This design comes from an exercise in tuning for small area and a short achievable clock period on the open sky130 flow, not from production work.
The RTL was checked by simulation tests, not by an equivalence proof against the original design.
Power is estimated from default activity; no workload was simulated.

## flow/design.v

```verilog
module m_enffr #(parameter w = 1, parameter init_val = 0) (
  input              clk,
  input              reset_n,
  input  [w-1:0]     in,
  input              en,
  output reg [w-1:0] out
);
  always @(posedge clk or negedge reset_n)
    if (!reset_n) out <= init_val;
    else if (en)  out <= in;
endmodule
module bit_fifo (
    input          clk,
    input          rst_n,
    input          data_fifo_init_en,
    input  [191:0] data_fifo_init_val,
    output [191:0] data_fifo,
    input          num_bits_init_en,
    input  [7:0]   num_bits_init_val,
    output [7:0]   num_bits,
    input  [47:0]  data_in,
    input  [5:0]   data_in_num_bits,
    input          data_in_wr,
    input  [5:0]   data_out_num_bits,
    input          data_out_rd,
    output [47:0]  data_out,
    output         wr_error,
    output         rd_error
    );
   reg  [191:0] F;
   reg  [7:0]   n;
   reg  [6:0]   wlim;
   assign data_fifo = F;
   assign num_bits  = n;
   wire [4:0]   r;
   wire         nsel_hi, nsel_lo;
   wire [7:0]   t;
   wire [47:0]  D;
   wire [7:0]   n_next;
   bit_fifo_ctrl i_ctrl (
      .n(n), .wlim(wlim), .F_low(F[47:0]),
      .data_in(data_in), .data_in_num_bits(data_in_num_bits), .data_in_wr(data_in_wr),
      .data_out_num_bits(data_out_num_bits), .data_out_rd(data_out_rd),
      .data_fifo_init_en(data_fifo_init_en),
      .num_bits_init_en(num_bits_init_en), .num_bits_init_val(num_bits_init_val),
      .data_out(data_out), .wr_error(wr_error), .rd_error(rd_error),
      .r(r), .nsel_hi(nsel_hi), .nsel_lo(nsel_lo), .t(t), .D(D), .n_next(n_next));
   wire [47:0]  l0 = D;
   wire [48:0]  l1;
   wire [50:0]  l2;
   wire [54:0]  l3;
   wire [62:0]  l4;
   wire [78:0]  l5;
   wire [110:0] l6;
   wire [174:0] l7;
   wire [191:0] W;
   bit_fifo_shl #(.IW(48),  .OW(49),  .K(1),   .FILL(1'b0)) i_l0 (.a(l0), .s(t[0]), .y(l1));
   bit_fifo_shl #(.IW(49),  .OW(51),  .K(2),   .FILL(1'b1)) i_l1 (.a(l1), .s(t[1]), .y(l2));
   bit_fifo_shl #(.IW(51),  .OW(55),  .K(4),   .FILL(1'b0)) i_l2 (.a(l2), .s(t[2]), .y(l3));
   bit_fifo_shl #(.IW(55),  .OW(63),  .K(8),   .FILL(1'b1)) i_l3 (.a(l3), .s(t[3]), .y(l4));
   bit_fifo_shl #(.IW(63),  .OW(79),  .K(16),  .FILL(1'b0)) i_l4 (.a(l4), .s(t[4]), .y(l5));
   bit_fifo_shl #(.IW(79),  .OW(111), .K(32),  .FILL(1'b1)) i_l5 (.a(l5), .s(t[5]), .y(l6));
   bit_fifo_shl #(.IW(111), .OW(175), .K(64),  .FILL(1'b0)) i_l6 (.a(l6), .s(t[6]), .y(l7));
   bit_fifo_shl #(.IW(175), .OW(192), .K(128), .FILL(1'b1)) i_l7 (.a(l7), .s(t[7]), .y(W));
   wire [191:0] g1, g2, g3, g4, g5, X;
   bit_fifo_shr #(.K(1),  .FILL(1'b0)) i_r0 (.a(F),  .s(r[0]), .y(g1));
   bit_fifo_shr #(.K(2),  .FILL(1'b1)) i_r1 (.a(g1), .s(r[1]), .y(g2));
   bit_fifo_shr #(.K(4),  .FILL(1'b0)) i_r2 (.a(g2), .s(r[2]), .y(g3));
   bit_fifo_shr #(.K(8),  .FILL(1'b1)) i_r3 (.a(g3), .s(r[3]), .y(g4));
   bit_fifo_shr #(.K(16), .FILL(1'b0)) i_r4 (.a(g4), .s(r[4]), .y(g5));
   bit_fifo_shr_last i_r5 (.na(g5), .nsel_hi(nsel_hi), .nsel_lo(nsel_lo), .y(X));
   wire [191:0] F_next;
   bit_fifo_final i_final (.X(X), .W(W), .iv(data_fifo_init_val), .isel(data_fifo_init_en), .y(F_next));
   always @(posedge clk or negedge rst_n)
     if (!rst_n) F <= 192'b0;
     else F <= F_next;
   always @(posedge clk or negedge rst_n)
     if (!rst_n) n <= 8'b0;
     else n <= n_next;
   wire [7:0] room_next = 8'd192 - n_next;
   always @(posedge clk or negedge rst_n)
     if (!rst_n) wlim <= 7'b1000000;
     else wlim <= {room_next >= 8'd64, room_next[5:0]};
endmodule
module bit_fifo_shl #(parameter IW = 48, parameter OW = 49, parameter K = 1, parameter FILL = 1'b0) (
    input  [IW-1:0] a,
    input           s,
    output [OW-1:0] y
    );
   wire [OW+K-1:0] ax = {{(OW+K-IW){FILL}}, a};
   genvar i;
   generate for (i = 0; i < OW; i = i + 1) begin : b
      if (i < K) assign y[i] = ~(s ? FILL : ax[i]);
      else       assign y[i] = ~(s ? ax[i-K] : ax[i]);
   end endgenerate
endmodule
module bit_fifo_shr #(parameter K = 1, parameter FILL = 1'b0) (
    input  [191:0] a,
    input          s,
    output [191:0] y
    );
   genvar i;
   generate for (i = 0; i < 192; i = i + 1) begin : b
      if (i + K < 192) assign y[i] = ~(s ? a[i+K] : a[i]);
      else             assign y[i] = ~(s ? FILL : a[i]);
   end endgenerate
endmodule
module bit_fifo_shr_last (
    input  [191:0] na,
    input          nsel_hi,
    input          nsel_lo,
    output [191:0] y
    );
   genvar i;
   generate for (i = 0; i < 192; i = i + 1) begin : b
      if (i + 32 < 192) assign y[i] = ~((na[i+32] | nsel_hi) & (na[i] | nsel_lo));
      else              assign y[i] = ~(na[i] | nsel_lo);
   end endgenerate
endmodule
module bit_fifo_final (
    input  [191:0] X,
    input  [191:0] W,
    input  [191:0] iv,
    input          isel,
    output [191:0] y
    );
   assign y = X | W | (iv & {192{isel}});
endmodule
module bit_fifo_le6 (
    input  [5:0] a,
    input  [5:0] b,
    output       le
    );
   assign le = (a <= b);
endmodule
module bit_fifo_gt #(parameter I = 0) (
    input  [5:0] a,
    output       y
    );
   assign y = (a > I);
endmodule
module bit_fifo_ctrl (
    input  [7:0]  n,
    input  [6:0]  wlim,      
    input  [47:0] F_low,
    input  [47:0] data_in,
    input  [5:0]  data_in_num_bits,
    input         data_in_wr,
    input  [5:0]  data_out_num_bits,
    input         data_out_rd,
    input         data_fifo_init_en,
    input         num_bits_init_en,
    input  [7:0]  num_bits_init_val,
    output [47:0] data_out,
    output        wr_error,
    output        rd_error,
    output [4:0]  r,         
    output        nsel_hi,   
    output        nsel_lo,   
    output [7:0]  t,         
    output [47:0] D,         
    output [7:0]  n_next
    );
   wire       room_big = wlim[6];
   wire [5:0] room     = wlim[5:0];
   wire       n_big    = (n >= 8'd64);
   wire wr_le, rd_le0, rd_le1, rd_le2;
   bit_fifo_le6 i_wr_le  (.a(data_in_num_bits),  .b(room),      .le(wr_le));
   bit_fifo_le6 i_rd_le0 (.a(data_out_num_bits), .b(n[5:0]),    .le(rd_le0));
   bit_fifo_le6 i_rd_le1 (.a(data_out_num_bits), .b(n[5:0]),    .le(rd_le1));
   bit_fifo_le6 i_rd_le2 (.a(data_out_num_bits), .b(n[5:0]),    .le(rd_le2));
   wire wr_fit  = room_big | wr_le;
   wire rd_fit  = n_big    | rd_le0;
   wire rd_ok   = data_out_rd & rd_fit;
   wire rd_ok1  = data_out_rd & (n_big | rd_le1);
   wire rd_ok2  = data_out_rd & (n_big | rd_le2);
   wire wr_ok   = data_in_wr  & wr_fit;
   assign wr_error = data_in_wr  & ~wr_fit;
   assign rd_error = data_out_rd & ~rd_fit;
   wire [5:0] rc = data_out_num_bits & {6{rd_ok}};
   assign r       = rc[4:0];
   assign nsel_hi = ~(rc[5] & ~data_fifo_init_en);
   assign nsel_lo = ~(~rc[5] & ~data_fifo_init_en);
   reg [47:0] m_out;
   integer i;
   always @(*)
     for (i = 0; i < 48; i = i + 1)
        m_out[i] = (data_out_num_bits > i);
   wire [47:0] m_in;
   genvar g;
   generate for (g = 0; g < 48; g = g + 1) begin : mi
      bit_fifo_gt #(.I(g)) i_gt (.a(data_in_num_bits), .y(m_in[g]));
   end endgenerate
   assign data_out = F_low & m_out & {{24{rd_ok2}}, {24{rd_ok1}}};
   assign D        = data_in & m_in & {48{wr_ok & ~data_fifo_init_en}};
   wire [7:0] n_rd = n - {2'b0, data_out_num_bits};
   wire [7:0] tt   = rd_ok ? n_rd : n;
   assign t  = tt;
   wire [7:0] n_wr = tt + {2'b0, data_in_num_bits};
   assign n_next = num_bits_init_en ? num_bits_init_val : (wr_ok ? n_wr : tt);
endmodule
```

## flow/flow/run.sh

```bash
#!/bin/bash
# Own flow: the standard layout (standard.sh), with these changes:
#  - synthesis (hierarchical, flattened at the end as synth_recipe.tcl does):
#    the control modules (bit_fifo_ctrl, bit_fifo_le6, bit_fifo_gt) are mapped with a
#    delay-oriented ABC script (flow/abc_fast.script); everything else (shifter stages, top) with an area-oriented one
#    (flow/abc_area.script) that may not use the non-inverting AOI/mux cells, so
#    each inverting mux stage maps to o22ai/a22oi; the final OR with the preload
#    with the area script and every cell. No full/half-adder extraction
#    (ADDER_MAP_FILE empty). Everything else in synth_recipe.tcl is unchanged, so
#    the registers, their names and cell types are the same;
#  - ports are buffered with the smallest buffer (BUFFER_PORTS_ARGS);
#  - the flow runs in two parts: up to clock tree synthesis with config.mk's
#    SETUP_SLACK_MARGIN, then the rest (global route onwards) with a margin of 2.9,
#    so the repair after global route only works on the worst paths.
# Each tool's full output stays in orfs/logs/; make's own output goes to flow_make.log.
set -euo pipefail
W=$(pwd)
cat > "$W/own_synth.tcl" <<EOT
proc abc {args} {
  set i [lsearch -exact \$args -script]
  set area \$args
  lset area [expr {\$i + 1}] {$W/flow/abc_area.script}
  set fast \$args
  lset fast [expr {\$i + 1}] {$W/flow/abc_fast.script}
  set inv \$area
  foreach c {o22a_* a22o_* mux2_* mux2i_*} { lappend inv -dont_use sky130_fd_sc_hd__\$c }
  yosys abc {*}\$fast bit_fifo_ctrl bit_fifo_le6 *bit_fifo_gt*
  yosys abc {*}\$area bit_fifo_final
  yosys abc {*}\$inv
}
source {$W/synth_recipe.tcl}
EOT
sed -e "s#SYNTH_SCRIPT=[^ ]*#SYNTH_SCRIPT=$W/own_synth.tcl ADDER_MAP_FILE=#" \
    -e "s#^make -C #make BUFFER_PORTS_ARGS='-buffer_cell sky130_fd_sc_hd__buf_1' -C #" \
    standard.sh > "$W/own_standard.sh"
sed -e "s#SETUP_SLACK_MARGIN=[^ ]*#SETUP_SLACK_MARGIN=2.9#" "$W/own_standard.sh" > "$W/own_standard2.sh"
bash "$W/own_standard.sh" cts > "$W/flow_make.log" 2>&1
bash "$W/own_standard2.sh" "$@" > "$W/flow_make2.log" 2>&1
```

## flow/flow/abc_area.script

```
strash
dch
amap -F 10 -A 30
topo
stime -c
```

## flow/flow/abc_fast.script

```
strash
dch
map
topo
buffer -c
upsize -c
dnsize -c
```

## flow/standard.sh

```bash
#!/bin/bash
# synth_recipe.tcl (not shown) runs the flow's synth.tcl, then flattens the netlist and writes it again
# the make line also repeats each setting of config.mk as NAME=value (left out here)
make -C /OpenROAD-flow-scripts/flow DESIGN_CONFIG=/design/flow/config.mk WORK_HOME=/design/flow/orfs CLKGATE_MAP_FILE= SYNTH_SCRIPT=/design/flow/synth_recipe.tcl "${@:-finish}"
```

## flow/config.mk

```make
export PLATFORM = sky130hd
export DESIGN_NAME = bit_fifo
export DESIGN_NICKNAME = bit_fifo
export VERILOG_FILES = /design/flow/design.v
export SDC_FILE = /design/flow/constraint.sdc
export NUM_CORES = 4
export LEC_CHECK = 0
export CAP_MARGIN = 20
export CORE_MARGIN = 2
export CORE_UTILIZATION = 40
export CTS_BUF_LIST = sky130_fd_sc_hd__clkbuf_8
export PLACE_DENSITY = 0.6
export SETUP_SLACK_MARGIN = 3.2
export SLEW_MARGIN = 20
export SYNTH_HIERARCHICAL = 1
export SYNTH_MINIMUM_KEEP_SIZE = 0
```

## flow/constraint.sdc

```tcl
create_clock -name core_clock -period 8.0 [get_ports {clk}]
set_input_delay 1.6000 -clock core_clock [delete_from_list [all_inputs] [get_ports {clk}]]
set_output_delay 1.6000 -clock core_clock [all_outputs]
set_load 0.01 [all_outputs]
```

==> out/qor.json, run 1 <==
{
  "grt_overflow_total": {"value": 0},
  "total_leakage_power": {"value": 0.0102, "unit": "uW"},
  "vias_in_the_first_global_route": {"value": 29879},
  "setup.worst_path.start_class": {"value": "input port"},
  "dpl_worst_slack": {"value": 1.63, "unit": "ns"},
  "number_of_distinct_library_cells_after_synthesis": {"value": 51},
  "floorplan.die.width": {"value": 234, "unit": "um"},
  "setup_slack": {"value": 2.93, "unit": "ns"},
  "rr_startpoint": {"value": "n[4]"},
  "post_synth_inst_count": {"value": 3067},
  "setup.reg_to_reg.worst_slack": {"value": 3.43, "unit": "ns"},
  "p_total": {"value": 10500, "unit": "uW"},
  "clock_tree.htree_level_count": {"value": 2},
  "timing.critical_path.required": {"value": 8.53, "unit": "ns"},
  "max-clock-path-buffers": {"value": 3},
  "synth_enable_flop_cells": {"value": 0},
  "run_status": {"value": "timing/DRC/antenna clean"},
  "cts_clock_pin_slew_for_the_worst_setup_and_hold_paths": {"value": 0.08, "unit": "ns"},
  "die_outline_area": {"value": 55000, "unit": "sq um"},
  "leading_area_contributor_after_synthesis": {"value": "o22ai_1"},
  "syn-cell-area": {"value": 21200, "unit": "sq um"},
  "first_iter_violations": {"value": 6015},
  "clock_power_share": {"value": 11.9, "unit": "%"},
  "ys_top_cells_by_area": {"value": "o22ai_1 (43%), dfrtp_1 (24%), a211o_1 (7.9%)"},
  "vias_per_cell": {"value": 7.51},
  "async_reset_ff_share": {"value": 100, "unit": "%"},
  "final_net_count": {"value": 3967},
  "seq_area_frac_synth": {"value": 24.3, "unit": "%"},
  "number_of_antenna_violations_at_the_first_check_in_global_routing": {"value": 4},
  "route.antenna.remaining_nets": {"value": 0},
  "library_cell_used_as_clock_root_buffer": {"value": "clkbuf_8"},
  "highest-signal-layer": {"value": "met5"},
  "tightestPinTransition": {"value": 1.25, "unit": "ns"},
  "worstRegToRegCells": {"value": 15},
  "worst_ep_arrival_time": {"value": 5.60, "unit": "ns"},
  "wl_met3": {"value": 20.9, "unit": "mm"},
  "grt_max_degree": {"value": 193},
  "netlist.area_leader.share": {"value": 43.5, "unit": "%"},
  "flow.area_growth_from_synthesis": {"value": 25.9, "unit": "%"},
  "seqPwrFrac": {"value": 21.4, "unit": "%"},
  "final_layout_size_suffix_gt1_share": {"value": 9.73, "unit": "%"},
  "routedLengthMet1": {"value": 54.3, "unit": "mm"},
  "clock_latency": {"value": 0.69, "unit": "ns"},
  "fmax": {"value": 197, "unit": "MHz"},
  "synth_top_flop_cell": {"value": "dfrtp_1"},
  "global_route_wire_length_before_repair": {"value": 203, "unit": "mm"},
  "die_h": {"value": 234, "unit": "um"},
  "power.share.combinational": {"value": 66.6, "unit": "%"},
  "finish.utilization": {"value": 50.9, "unit": "%"},
  "p_int": {"value": 4430, "unit": "uW"},
  "tritoncts": {"value": "done"},
  "finalHoldViolations": {"value": 0},
  "yosys_warnings": {"value": 8},
  "synth_commonest_cells": {"value": "o22ai_1 (1476), nor2_1 (431), nand2_1 (353), dfrtp_1 (205), a211o_1 (192)"},
  "min_period_over_period": {"value": 63.4, "unit": "%"},
  "power.switching_fraction": {"value": 58.0, "unit": "%"},
  "std_cell_rows": {"value": 84},
  "post_route_wl": {"value": 145, "unit": "mm"},
  "slew_violations": {"value": 0},
  "holdBufCountCts": {"value": 0},
  "route.detailed.drc": {"value": 0},
  "post_place_cells": {"value": 4322},
  "detailedPlacementHpwl": {"value": 108, "unit": "mm"},
  "cts-buffers-inserted": {"value": 41},
  "avgSynthCellArea": {"value": 6.93, "unit": "sq um"},
  "track_usage": {"value": 50.4, "unit": "%"},
  "floorplan.initialDensity": {"value": 40.4, "unit": "%"},
  "layout.cells.non_filler": {"value": 4422},
  "synth.ff_latch_count": {"value": 206},
  "end_kind": {"value": "flop"},
  "place.port_buffers": {"value": 515},
  "max-slew-margin-rel": {"value": 16.5, "unit": "%"},
  "power_density": {"value": 394, "unit": "nW/um^2"},
  "grt_setup_unrepaired": {"value": "yes"},
  "power.switching": {"value": 6120, "unit": "uW"},
  "clock-sinks": {"value": 206},
  "wl_per_cell": {"value": 32.8, "unit": "um"},
  "final_setup_fails": {"value": 0},
  "met2WireLength": {"value": 57.9, "unit": "mm"},
  "synthesis.nets": {"value": 3333},
  "totalNegativeSetupSlack": {"value": 0, "unit": "ns"},
  "ir_worst_vdd": {"value": 0.179, "unit": "mV"},
  "timing.setup.critical_path_class": {"value": "in -> reg"},
  "num_io_pins": {"value": 516},
  "regToRegEndpoint": {"value": "F[35]"},
  "fp.coreArea": {"value": 52600, "unit": "sq um"},
  "shortest_period_the_worst_path_allows": {"value": 5.07, "unit": "ns"},
  "synth.most_common_cell": {"value": "o22ai_1"},
  "drt-pass1-iter-count": {"value": 9},
  "finalClockSkew": {"value": 0.0648, "unit": "ns"},
  "crit_fanout": {"value": 102},
  "hp-class": {"value": "in -> async"},
  "drv_cap": {"value": 0},
  "via_count": {"value": 33192},
  "gp_congestion": {"value": 1.06}
}
## cell type report
type,instances,area (sq um)
antenna,3,7.51
clock inverter,21,174
timing repair buffer,607,2870
tap,688,861
sequential,206,5160
inverter,128,522
fill,5641,25800
clock buffer,52,716
multi-input combinational,2717,16400
## modules after synthesis, one instance, submodules excluded, excerpt
module,area [sq um],times used,cells
bit_fifo,5240,1,224
bit_fifo_final,1680,1,192
bit_fifo_ctrl,2160,1,467
bit_fifo_le6,106,4,19
bit_fifo_shr_last,1120,1,192
## how the worst max path moves through the flow
stage | start | endpoint | slack (ns) | depth (start not counted)
3_5_place_dp | data_out_num_bits[2] | F[175] | 1.63 | 21
6_report | data_out_num_bits[1] | F[35] | 2.93 | 17
2_1_floorplan | data_out_num_bits[0] | F[32] | -2.57 | 16
3_3_place_gp | data_out_num_bits[2] | F[175] | 1.69 | 22
4_1_cts | data_out_num_bits[2] | F[169] | 3.17 | 22
5_1_grt | data_out_num_bits[1] | F[129] | 2.86 | 23
## cell usage in the layout, fill, tap and decap left out, types with 10 or more instances in the layout
cell	synthesis	layout
a211o_1	192	192
a21oi_1	42	42
a31oi_1	11	11
buf_1	0	506
buf_4	2	69
clkbuf_8	0	52
dfrtp_1	205	205
inv_1	105	112
nand2_1	353	337
nand2_2	4	17
nand2b_1	12	11
nand3_1	36	34
nand4_1	17	17
nor2_1	431	401
nor2_2	0	25
nor2b_1	10	10
nor3b_1	17	13
o21ai_0	20	18
o21ai_1	21	21
o22ai_1	1476	1378
o22ai_2	0	93
## critical path: stages
cell and delay (ns):
buf_1 0.08, buf_6 0.17, nor2b_1 0.14, o21ai_1 0.13, o211a_1 0.16, inv_2 0.05, nand2_2 0.14, nand2_8 0.13
nor2_4 0.34, inv_8 0.22, o22ai_1 0.78, o22ai_1 0.31, o22ai_1 0.30, o22ai_1 0.14, o22ai_1 0.28, o22ai_1 0.24
a211o_1 0.32
## through the flow
stage                     area [sq um]  hold WS, ns
final                            26700        0.841
after detailed placement         24700        0.931
after global placement           24700        0.971
after CTS                        26500        0.846
after floorplan                  21300        0.833
after global routing             26700        0.857
## power groups by stage
stage / Sequential, uW / Combinational (uW) / Clock [uW]
4_1_cts: 2170 / 6570 / 1250
3_5_place_dp: 2180 / 6230 / 0
5_1_grt: 2200 / 7320 / 1290
6_report: 2260 / 7030 / 1260
3_3_place_gp: 2200 / 6250 / 0
2_1_floorplan: 1880 / 3960 / 0
## registers in the layout (all words and copies together) (netlist names)
signal,flops
n,8
wlim,6
F,192
## cells by family after synthesis
| group | Yosys count | synth area share [%] |
|---|---|---|
| XOR/XNOR | 4 | 0.165 |
| buffers and inverters | 146 | 2.63 |
| flip-flops | 206 | 24.3 |
| AO/OA/AOI/OAI | 1809 | 55.6 |
| AND/OR/NAND/NOR | 902 | 17.3 |
## metal layers
metal / GRT usage (%) / vias up
met5: 0 / -
met4: 33.1 / 2
met3: 17.7 / 631
met2: 71.2 / 2942
met1: 64.5 / 15443
li1: - / 14174
## repair_timing
| item | in CTS | in global routing |
|---|---|---|
| setup buffers | 11 | 9 |
| resized for setup | 151 | 35 |
| hold endpoints to repair | 0 | 0 |
| endpoints found under the setup margin | 236 | 86 |
| cloned | 3 | 1 |
| pin swaps | 20 | 1 |
==> run 2: changes to the inputs <==
--- a/flow/flow/run.sh
+++ b/flow/flow/run.sh
@@ -10,7 +10,7 @@
 #    the registers, their names and cell types are the same;
 #  - ports are buffered with the smallest buffer (BUFFER_PORTS_ARGS);
 #  - the flow runs in two parts: up to clock tree synthesis with config.mk's
-#    SETUP_SLACK_MARGIN, then the rest (global route onwards) with a margin of 2.9,
+#    SETUP_SLACK_MARGIN, then the rest (global route onwards) with a margin of 3.0,
 #    so the repair after global route only works on the worst paths.
 # Each tool's full output stays in orfs/logs/; make's own output goes to flow_make.log.
 set -euo pipefail
@@ -33,6 +33,6 @@
 sed -e "s#SYNTH_SCRIPT=[^ ]*#SYNTH_SCRIPT=$W/own_synth.tcl ADDER_MAP_FILE=#" \
     -e "s#^make -C #make BUFFER_PORTS_ARGS='-buffer_cell sky130_fd_sc_hd__buf_1' -C #" \
     standard.sh > "$W/own_standard.sh"
-sed -e "s#SETUP_SLACK_MARGIN=[^ ]*#SETUP_SLACK_MARGIN=2.9#" "$W/own_standard.sh" > "$W/own_standard2.sh"
+sed -e "s#SETUP_SLACK_MARGIN=[^ ]*#SETUP_SLACK_MARGIN=3.0#" "$W/own_standard.sh" > "$W/own_standard2.sh"
 bash "$W/own_standard.sh" cts > "$W/flow_make.log" 2>&1
 bash "$W/own_standard2.sh" "$@" > "$W/flow_make2.log" 2>&1
==> run 2 against run 1 <==
Critical endpoint unchanged; synthesized cell count did not move; setup slack worse by 0.012 ns; critical path type unchanged; highest routed layer unchanged; via count rose by 0.95%.
==> out/qor.json, run 2 <==
{
  "run_status": {"value": "timing/DRC/antenna clean"},
  "floorplan.die.width": {"value": 234, "unit": "um", "change": "unchanged"},
  "clock_latency": {"value": 0.68, "unit": "ns", "change": "about the same"},
  "first_iter_violations": {"value": 6229, "change": "+3.6%"},
  "setup.worst_path.start_class": {"value": "input port"},
  "avgSynthCellArea": {"value": 6.93, "unit": "sq um", "change": "unchanged"},
  "place.port_buffers": {"value": 515, "change": "unchanged"},
  "global_route_wire_length_before_repair": {"value": 203, "unit": "mm", "change": "unchanged"},
  "commonest_non_fill_non_tap_cells_in_the_layout": {"value": "o22ai_1 (1337), buf_1 (506), nor2_1 (395)"},
  "synth_top_flop_cell": {"value": "dfrtp_1"},
  "max-clock-path-buffers": {"value": 3, "change": "unchanged"},
  "hp-class": {"value": "in -> async"},
  "drt-pass1-iter-count": {"value": 7, "change": "-2"},
  "die_h": {"value": 234, "unit": "um", "change": "unchanged"},
  "post_route_wl": {"value": 146, "unit": "mm", "change": "+0.52%"},
  "vias_per_cell": {"value": 7.56, "change": "+0.72%"},
  "route.antenna.remaining_nets": {"value": 0, "change": "unchanged"},
  "shortest_period_the_worst_path_allows": {"value": 5.08, "unit": "ns", "change": "+0.0124 ns"},
  "worst_ep_arrival_time": {"value": 5.60, "unit": "ns", "change": "about the same"},
  "gp_congestion": {"value": 1.06, "change": "unchanged"},
  "cts-buffers-inserted": {"value": 41, "change": "unchanged"},
  "seq_area_frac_synth": {"value": 24.3, "unit": "%", "change": "unchanged"},
  "vias_in_the_first_global_route": {"value": 29879, "change": "unchanged"},
  "number_of_antenna_violations_at_the_first_check_in_global_routing": {"value": 4, "change": "unchanged"},
  "synth.ff_latch_count": {"value": 206, "change": "unchanged"},
  "fmax": {"value": 197, "unit": "MHz", "change": "-0.24%"},
  "track_usage": {"value": 50.4, "unit": "%", "change": "unchanged"},
  "slew_violations": {"value": 0, "change": "unchanged"},
  "register_area": {"value": 5160, "unit": "sq um", "change": "unchanged"},
  "final_layout_size_suffix_gt1_share": {"value": 11.5, "unit": "%", "change": "+1.7 points"},
  "route.detailed.drc": {"value": 0, "change": "unchanged"},
  "drv_cap": {"value": 0, "change": "unchanged"},
  "total_leakage_power": {"value": 0.0103, "unit": "uW", "change": "+1.6%"},
  "final_net_count": {"value": 3976, "change": "+0.23%"},
  "power_density": {"value": 394, "unit": "nW/um^2", "change": "about the same"},
  "tightestPinTransition": {"value": 1.24, "unit": "ns", "change": "-0.00753 ns"},
  "yosys_warnings": {"value": 8, "change": "unchanged"},
  "wl_per_cell": {"value": 32.9, "unit": "um", "change": "+0.29%"},
  "crit_path_top_delay_cell": {"value": "o22ai_1"},
  "crit_path_frequent_cell": {"value": "o22ai_1"},
  "grt_setup_unrepaired": {"value": "yes"},
  "end_kind": {"value": "flop"},
  "grt_overflow_total": {"value": 0, "change": "unchanged"},
  "library_cell_used_as_clock_root_buffer": {"value": "clkbuf_8"},
  "num_io_pins": {"value": 516, "change": "unchanged"},
  "synth.most_common_cell": {"value": "o22ai_1"},
  "timing.setup.critical_path_class": {"value": "in -> reg"},
  "netlist.area_leader.share": {"value": 43.5, "unit": "%", "change": "unchanged"},
  "synthesis.nets": {"value": 3333, "change": "unchanged"},
  "register_ranked_first_by_flip_flop_count": {"value": "F"},
  "die_outline_area": {"value": 55000, "unit": "sq um", "change": "unchanged"},
  "final_common_cell": {"value": "o22ai_1"},
  "area_of_the_multi_input_gates": {"value": 16800, "unit": "sq um", "change": "+2.0%"},
  "synth_enable_flop_cells": {"value": 0, "change": "unchanged"},
  "leading_area_contributor_after_synthesis": {"value": "o22ai_1"},
  "timing.critical_path.required": {"value": 8.52, "unit": "ns", "change": "about the same"},
  "clock_tree.htree_level_count": {"value": 2, "change": "unchanged"},
  "tritoncts": {"value": "done"},
  "via_count": {"value": 33506, "change": "+0.95%"},
  "synth_commonest_cells": {"value": "o22ai_1 (1476), nor2_1 (431), nand2_1 (353), dfrtp_1 (205), a211o_1 (192)"},
  "worstRegToRegCells": {"value": 15, "change": "unchanged"},
  "critical_path.cell_chain": {"value": "buf_1 > buf_6 > nor2b_1 > o21ai_1 > o211a_1 > inv_2 > nand2_2 > nand2_8 > nor2_4 > inv_8 > o22ai_1 > o22ai_1 > o22ai_1 > o22ai_1 > o22ai_1 > o22ai_1 > a211o_1"},
  "fp.coreArea": {"value": 52600, "unit": "sq um", "change": "unchanged"},
  "final_setup_fails": {"value": 0, "change": "unchanged"},
  "finalHoldViolations": {"value": 0, "change": "unchanged"},
  "syn-cell-area": {"value": 21200, "unit": "sq um", "change": "unchanged"},
  "post_synth_inst_count": {"value": 3067, "change": "unchanged"},
  "flow.area_growth_from_synthesis": {"value": 28.0, "unit": "%"},
  "crit_fanout": {"value": 102, "change": "unchanged"},
  "detailedPlacementHpwl": {"value": 108, "unit": "mm", "change": "unchanged"},
  "min_period_over_period": {"value": 63.6, "unit": "%", "change": "+0.16 points"},
  "largest_registers": {"value": "F (192), n (8), wlim (6)"},
  "ys_top_cells_by_area": {"value": "o22ai_1 (43%), dfrtp_1 (24%), a211o_1 (7.9%)"},
  "ir_worst_vdd": {"value": 0.188, "unit": "mV", "change": "+5.0%"},
  "number_of_inserted_filler_cells_in_the_final_layout": {"value": 5581, "change": "-1.1%"},
  "holdBufCountCts": {"value": 0, "change": "unchanged"},
  "cts_clock_pin_slew_for_the_worst_setup_and_hold_paths": {"value": 0.08, "unit": "ns", "change": "about the same"},
  "std_cell_rows": {"value": 84, "change": "unchanged"},
  "grt_max_degree": {"value": 193, "change": "unchanged"},
  "clock-sinks": {"value": 206, "change": "unchanged"},
  "largest_register_ffs": {"value": 192, "change": "unchanged"},
  "async_reset_ff_share": {"value": 100, "unit": "%", "change": "unchanged"},
  "number_of_distinct_library_cells_after_synthesis": {"value": 51, "change": "unchanged"},
  "p_total": {"value": 10700, "unit": "uW", "change": "+1.6%"},
  "finalClockSkew": {"value": 0.0626, "unit": "ns", "change": "-0.00223 ns"},
  "totalNegativeSetupSlack": {"value": 0, "unit": "ns", "change": "unchanged"},
  "max-slew-margin-rel": {"value": 17.0, "unit": "%", "change": "+0.50 points"},
  "floorplan.initialDensity": {"value": 40.4, "unit": "%", "change": "unchanged"},
  "critical-path-max-stage-delay": {"value": 0.81, "unit": "ns", "change": "+0.03 ns"}
}
-- run 2: changes by cell type in the layout (fill, tap and decap cells not counted), moves of 5 or more --
cell / change
buf_4: +6
nand2_1: -8
nand2_2: +8
nor2_1: -6
nor2_2: +5
o22ai_1: -41
o22ai_2: +37
-- run 2: modules after synthesis (local to each module, per instance), a selection --
module / flops+latches / times used / cell area, sq um / cells inside
bit_fifo: 206 / 1 / 5240 / 224
bit_fifo_le6: 0 / 4 / 106 / 19
bit_fifo_final: 0 / 1 / 1680 / 192
bit_fifo_shr_last: 0 / 1 / 1120 / 192
bit_fifo_ctrl: 0 / 1 / 2160 / 467
-- run 2: logic make-up after synthesis --
kind of cell,Yosys count,share of synthesized area [%]
XOR/XNOR,4,0.165
flip-flops,206,24.3
AO/OA/AOI/OAI,1809,55.6
AND/OR/NAND/NOR,902,17.3
buffers and inverters,146,2.63
-- run 2: power by group --
| part | internal (uW) | switching [uW] |
|---|---|---|
| logic | 2430 | 4770 |
| clock network | 682 | 575 |
| registers | 1400 | 858 |
-- run 2: what timing repair did --
action	CTS	global route
pin swaps	20	7
endpoints found under the setup margin	236	173
gates resized for setup	151	102
setup buffers	11	18
gates cloned	3	1
-- run 2: final cells by class --
type                       count  area share [%]
clock buffer                  52            2.63
antenna                        4          0.0368
timing repair buffer         616            10.9
sequential                   206            19.0
tap                          688            3.17
multi-input combinational   2717            61.7
clock inverter                21           0.640
inverter                     128            1.93
-- run 2: worst paths after layout --
path,from,to,slack (ns)
worst max-delay path,data_out_num_bits[1],F[35],2.92
worst min-delay path,rst_n,F[0],0.85
worst max register to register,n[4],F[35],3.41
worst min register to register,wlim[6],n[4],0.95
max in group asynchronous,rst_n,F[160],5.78
min in group core_clock,wlim[6],n[4],0.95
-- run 2: critical path: cells and delay by family --
| family | cells | cell delay [ns] |
|---|---|---|
| simple gates | 4 | 0.76 |
| compound gates | 9 | 2.66 |
| buf+inv | 4 | 0.52 |
-- run 2: per-layer routing --
layer	vias up	track usage [%]	share of wire (%)
li1	14197	-	-
met1	15673	64.5	37
met2	2955	71.2	40
met3	679	17.7	14
met4	2	33.1	8.5
met5	-	0	0.0082
-- run 2: metrics by stage --
| step | util (%) | setup slack [ns] | instance area, sq um | hold WS (ns) | cells |
|---|---|---|---|---|---|
| finish | 51.7 | 2.92 | 27200 | 0.849 | 4432 |
| global route | 51.7 | 2.87 | 27200 | 0.857 | 4429 |
| CTS | 50.5 | 3.17 | 26500 | 0.846 | 4409 |
| detailed placement | 47.0 | 1.63 | 24700 | 0.931 | 4322 |
| global placement | 47.0 | 1.69 | 24700 | 0.971 | 4322 |
| floorplan | - | -2.57 | 21300 | 0.833 | 3067 |
==> run 3: changes to the inputs <==
--- a/flow/flow/run.sh
+++ b/flow/flow/run.sh
@@ -10,7 +10,7 @@
 #    the registers, their names and cell types are the same;
 #  - ports are buffered with the smallest buffer (BUFFER_PORTS_ARGS);
 #  - the flow runs in two parts: up to clock tree synthesis with config.mk's
-#    SETUP_SLACK_MARGIN, then the rest (global route onwards) with a margin of 3.0,
+#    SETUP_SLACK_MARGIN, then the rest (global route onwards) with a margin of 2.8,
 #    so the repair after global route only works on the worst paths.
 # Each tool's full output stays in orfs/logs/; make's own output goes to flow_make.log.
 set -euo pipefail
@@ -33,6 +33,6 @@
 sed -e "s#SYNTH_SCRIPT=[^ ]*#SYNTH_SCRIPT=$W/own_synth.tcl ADDER_MAP_FILE=#" \
     -e "s#^make -C #make BUFFER_PORTS_ARGS='-buffer_cell sky130_fd_sc_hd__buf_1' -C #" \
     standard.sh > "$W/own_standard.sh"
-sed -e "s#SETUP_SLACK_MARGIN=[^ ]*#SETUP_SLACK_MARGIN=3.0#" "$W/own_standard.sh" > "$W/own_standard2.sh"
+sed -e "s#SETUP_SLACK_MARGIN=[^ ]*#SETUP_SLACK_MARGIN=2.8#" "$W/own_standard.sh" > "$W/own_standard2.sh"
 bash "$W/own_standard.sh" cts > "$W/flow_make.log" 2>&1
 bash "$W/own_standard2.sh" "$@" > "$W/flow_make2.log" 2>&1
--- a/flow/config.mk
+++ b/flow/config.mk
@@ -10,7 +10,7 @@
 export CORE_UTILIZATION = 40
 export CTS_BUF_LIST = sky130_fd_sc_hd__clkbuf_8
 export PLACE_DENSITY = 0.6
-export SETUP_SLACK_MARGIN = 3.2
+export SETUP_SLACK_MARGIN = 3.0
 export SLEW_MARGIN = 20
 export SYNTH_HIERARCHICAL = 1
 export SYNTH_MINIMUM_KEEP_SIZE = 0
==> run 3 against run 2 <==
Still clean; first-iteration DRC count fell by 0.11%; fmax fell by 4.0%; sequential power is essentially flat; routed wire length decreased by 3.9%; non-clock buffer count decreased by 31; final cell count shrank 0.63%; combinational power fell by 7.2%; critical path depth decreased by 1; register-to-register slack got worse by 0.12 ns; area after synthesis stayed put; synthesized cell count unchanged; largest cell class unchanged.
==> out/qor.json, run 3 <==
{
  "crit_path_frequent_cell": {"value": "o22ai_1"},
  "commonest_non_fill_non_tap_cells_in_the_layout": {"value": "o22ai_1 (1445), buf_1 (505), nor2_1 (419)"},
  "dpl_worst_slack": {"value": 1.47, "unit": "ns", "change": "-0.165 ns"},
  "number_of_antenna_violations_at_the_first_check_in_global_routing": {"value": 6, "change": "+2"},
  "min_period_over_period": {"value": 66.2, "unit": "%", "change": "+2.7 points"},
  "grt_setup_unrepaired": {"value": "yes"},
  "wl_per_cell": {"value": 31.8, "unit": "um", "change": "-3.3%"},
  "power_density": {"value": 392, "unit": "nW/um^2", "change": "-0.66%"},
  "die_outline_area": {"value": 55000, "unit": "sq um", "change": "unchanged"},
  "synthAdderAreaFrac": {"value": 0, "unit": "%", "change": "unchanged"},
  "synth-xor-area-share": {"value": 0.165, "unit": "%", "change": "unchanged"},
  "synth_simple_gate_area_share": {"value": 17.3, "unit": "%", "change": "unchanged"},
  "final_design_area_no_fill": {"value": 25900, "unit": "sq um", "change": "-4.6%"},
  "yosys_warnings": {"value": 8, "change": "unchanged"},
  "route.antenna.remaining_nets": {"value": 0, "change": "unchanged"},
  "synth_enable_flop_cells": {"value": 0, "change": "unchanged"},
  "global_route_wire_length_before_repair": {"value": 196, "unit": "mm", "change": "-3.7%"},
  "finalHoldViolations": {"value": 0, "change": "unchanged"},
  "yosys-mux-area-fraction": {"value": 0, "unit": "%", "change": "unchanged"},
  "final_net_count": {"value": 3946, "change": "-0.75%"},
  "grt_max_degree": {"value": 193, "change": "unchanged"},
  "fmax": {"value": 189, "unit": "MHz", "change": "-4.0%"},
  "track_usage": {"value": 48.5, "unit": "%", "change": "-1.9 points"},
  "setup.worst_path.start_class": {"value": "input port"},
  "crit_fanout": {"value": 191, "change": "+87%"},
  "async_reset_ff_share": {"value": 100, "unit": "%", "change": "unchanged"},
  "die_h": {"value": 234, "unit": "um", "change": "unchanged"},
  "end_kind": {"value": "flop"},
  "via_count": {"value": 32755, "change": "-2.2%"},
  "synth_top_family_by_area": {"value": "compound AO/OA/AOI/OAI gates"},
  "finalClockSkew": {"value": 0.0515, "unit": "ns", "change": "-0.0110 ns"},
  "critical_path.cell_chain": {"value": "buf_2 > nand2b_4 > nand4_1 > o211a_1 > inv_2 > nand2_2 > nand2_8 > nor2_4 > buf_12 > o22ai_1 > o22ai_1 > o22ai_1 > o22ai_1 > o22ai_1 > o22ai_1 > a211o_1"},
  "total_leakage_power": {"value": 0.00981, "unit": "uW", "change": "-5.2%"},
  "leading_area_contributor_after_synthesis": {"value": "o22ai_1"},
  "tritoncts": {"value": "done"},
  "floorplan.initialDensity": {"value": 40.4, "unit": "%", "change": "unchanged"},
  "avgSynthCellArea": {"value": 6.93, "unit": "sq um", "change": "unchanged"},
  "ys_top_cells_by_area": {"value": "o22ai_1 (43%), dfrtp_1 (24%), a211o_1 (7.9%)"},
  "post_synth_inst_count": {"value": 3067, "change": "unchanged"},
  "slew_violations": {"value": 0, "change": "unchanged"},
  "synth_top_flop_cell": {"value": "dfrtp_1"},
  "run_status": {"value": "timing/DRC/antenna clean"},
  "timing.setup.critical_path_class": {"value": "in -> reg"},
  "detailedPlacementHpwl": {"value": 105, "unit": "mm", "change": "-3.0%"},
  "final_layout_size_suffix_gt1_share": {"value": 6.57, "unit": "%", "change": "-4.9 points"},
  "place.port_buffers": {"value": 515, "change": "unchanged"},
  "worst_ep_arrival_time": {"value": 5.81, "unit": "ns", "change": "+0.21 ns"},
  "route.detailed.drc": {"value": 0, "change": "unchanged"},
  "final.hold.worst_slack": {"value": 1.00, "unit": "ns", "change": "+0.153 ns"},
  "drv_cap": {"value": 0, "change": "unchanged"},
  "cts-buffers-inserted": {"value": 43, "change": "+4.9%"},
  "largest_registers": {"value": "F (192), n (8), wlim (6)"},
  "netlist.area_leader.share": {"value": 43.5, "unit": "%", "change": "unchanged"},
  "post_place_cells": {"value": 4318, "change": "-0.093%"},
  "tightestPinTransition": {"value": 1.12, "unit": "ns", "change": "-0.125 ns"},
  "crit_path_top_delay_cell": {"value": "o22ai_1"},
  "vias_per_cell": {"value": 7.44, "change": "-1.6%"},
  "final_setup_fails": {"value": 0, "change": "unchanged"},
  "clock_tree.htree_level_count": {"value": 2, "change": "unchanged"},
  "largest_register_ffs": {"value": 192, "change": "unchanged"},
  "seq_area_frac_synth": {"value": 24.3, "unit": "%", "change": "unchanged"},
  "synth.most_common_cell": {"value": "o22ai_1"},
  "synth_commonest_cells": {"value": "o22ai_1 (1476), nor2_1 (431), nand2_1 (353), dfrtp_1 (205), a211o_1 (192)"},
  "number_of_inserted_filler_cells_in_the_final_layout": {"value": 5660, "change": "+1.4%"},
  "shortest_period_the_worst_path_allows": {"value": 5.30, "unit": "ns", "change": "+0.215 ns"},
  "max-slew-margin-rel": {"value": 25.4, "unit": "%", "change": "+8.3 points"},
  "gp_congestion": {"value": 1.09, "change": "+3.5%"},
  "layout.cells.non_filler": {"value": 4404, "change": "-0.63%"},
  "synth.ff_latch_count": {"value": 206, "change": "unchanged"},
  "syn-cell-area": {"value": 21200, "unit": "sq um", "change": "unchanged"},
  "post_synthesis_compound_gate_area_fraction": {"value": 55.6, "unit": "%", "change": "unchanged"},
  "setup_slack": {"value": 2.70, "unit": "ns", "change": "-0.215 ns"},
  "clock-sinks": {"value": 206, "change": "unchanged"},
  "fp.coreArea": {"value": 52600, "unit": "sq um", "change": "unchanged"},
  "num_io_pins": {"value": 516, "change": "unchanged"},
  "cts_clock_pin_slew_for_the_worst_setup_and_hold_paths": {"value": 0.06, "unit": "ns", "change": "-0.02 ns"},
  "register_ranked_first_by_flip_flop_count": {"value": "F"},
  "library_cell_used_as_clock_root_buffer": {"value": "clkbuf_8"},
  "ir_worst_vdd": {"value": 0.200, "unit": "mV", "change": "+6.8%"},
  "final_common_cell": {"value": "o22ai_1"},
  "drt-pass1-iter-count": {"value": 8, "change": "+1"},
  "flow.area_growth_from_synthesis": {"value": 22.2, "unit": "%"},
  "place_area": {"value": 24700, "unit": "sq um", "change": "about the same"},
  "post_route_wl": {"value": 140, "unit": "mm", "change": "-3.9%"},
  "std_cell_rows": {"value": 84, "change": "unchanged"},
  "grt_overflow_total": {"value": 0, "change": "unchanged"},
  "clock_latency": {"value": 0.67, "unit": "ns", "change": "about the same"},
  "synthesis.nets": {"value": 3333, "change": "unchanged"},
  "max-clock-path-buffers": {"value": 3, "change": "unchanged"},
  "critical-path-max-stage-delay": {"value": 0.61, "unit": "ns", "change": "-0.20 ns"},
  "hp-class": {"value": "reg -> reg"},
  "first_iter_violations": {"value": 6222, "change": "-0.11%"},
  "number_of_distinct_library_cells_after_synthesis": {"value": 51, "change": "unchanged"},
  "floorplan.die.width": {"value": 234, "unit": "um", "change": "unchanged"},
  "vias_in_the_first_global_route": {"value": 29035, "change": "-2.8%"},
  "timing.critical_path.required": {"value": 8.51, "unit": "ns", "change": "about the same"}
}
## run 3: cell type report
cell class	instances	area, sq um	share of cell area (%)
multi-input cells	2715	15900	61.2
repair inverters	1	7.51	0.0289
diodes	4	10.0	0.0386
inverters	128	528	2.04
clock buffers	55	757	2.92
flip-flops and latches	206	5160	19.9
repair buffers	585	2590	9.98
clock inverters	22	155	0.598
well taps	688	861	3.32
## run 3: modules after synthesis (local to each module, per instance), excerpt
module	area, sq um	flip-flops and latches
bit_fifo	5240	206
bit_fifo_ctrl	2160	0
bit_fifo_final	1680	0
bit_fifo_le6	106	0
bit_fifo_shr_last	1120	0
## run 3: logic make-up after synthesis
| family | Yosys count |
|---|---|
| xor+xnor | 4 |
| flops | 206 |
| simple gates | 902 |
| compound gates | 1809 |
| buf+inv | 146 |
## run 3: stage by stage
stage                     utilization [%]  TNS, ns  power (uW)
after floorplan                         -  -477.26        5840
after global placement               47.0        0        8370
after detailed placement             47.0        0        8350
after CTS                            49.1        0        9650
after global routing                 49.4        0       10400
final                                49.4        0       10200
## run 3: critical path: cells and delay by family
family                 cells  cell delay (ns)
AOI/OAI and AO/OA          8             2.74
and+or+nand+nor            5             0.65
buffers and inverters      3             0.56
## run 3: path summary, 6_finish.rpt
kind / startpoint / endpoint / slack [ns] / depth (start not counted)
setup / recovery: data_out_num_bits[4] / F[78] / 2.70 / 16
hold / removal: wlim[6] / n[4] / 1.00 / 4
setup reg to reg: n[3] / F[78] / 3.29 / 16
hold reg to reg: wlim[6] / n[4] / 1.00 / 4
max in group asynchronous: rst_n / F[174] / 5.75 / 2
min in group asynchronous: rst_n / F[15] / 1.02 / 1
## run 3: report_power, final
part           leakage [uW]  switching [uW]  internal (uW)  total, uW
clock network      0.000510             567            681       1250
registers           0.00241             825           1400       2230
logic               0.00688            4490           2190       6680
total               0.00981            5880           4280      10200
## run 3: layer usage
| layer | part of all wire [%] | wire length (um) | track usage, % |
|---|---|---|---|
| met1 | 38 | 53300 | 64.1 |
| met2 | 40 | 56000 | 68.4 |
| met5 | 0.13 | 175 | 0.804 |
| met3 | 14 | 19400 | 14.2 |
| met4 | 7.9 | 11100 | 31.5 |
## run 3: timing repair
action,in CTS,in global routing
cloned,1,0
pin swaps,1,0
hold buffers,0,0
setup endpoints to repair,213,102
gates resized for setup,35,29
endpoints found under the hold margin,0,0
setup buffers,4,0

## what the ideal ports hide
The flow's constraints put no driver on any port. The routed layouts listed below were extracted and timed again, unchanged, in two steps.
Step 1 (the two cells are an assumption about what drives the block):
set clk [get_ports {clk}]
set_driving_cell -lib_cell sky130_fd_sc_hd__clkbuf_16 $clk
set_driving_cell -lib_cell sky130_fd_sc_hd__buf_2 [delete_from_list [all_inputs] $clk]
Step 2 adds t to the input delays and takes it off the output delays; t is the mean of the earliest and latest rising clock arrival at the registers after step 1. Input paths then give back, and output paths get back, about the clock's delay inside the block.
Three values: ideal ports, drivers, drivers and shift; two values: the first two.
run	t (ns)	setup WS [ns]	worst setup path after step 2
run 1	0.717	2.928 / 2.972 / 2.255	input to register
run 2	0.712	2.916 / 2.958 / 2.247	input to register
run 3	0.704	2.701 / 2.726 / 2.022	input to register
After both steps every run listed still meets setup and hold. For run 3, which loses most, drivers alone change the setup slack by +0.025 ns; drivers and shift together by -0.679 ns.
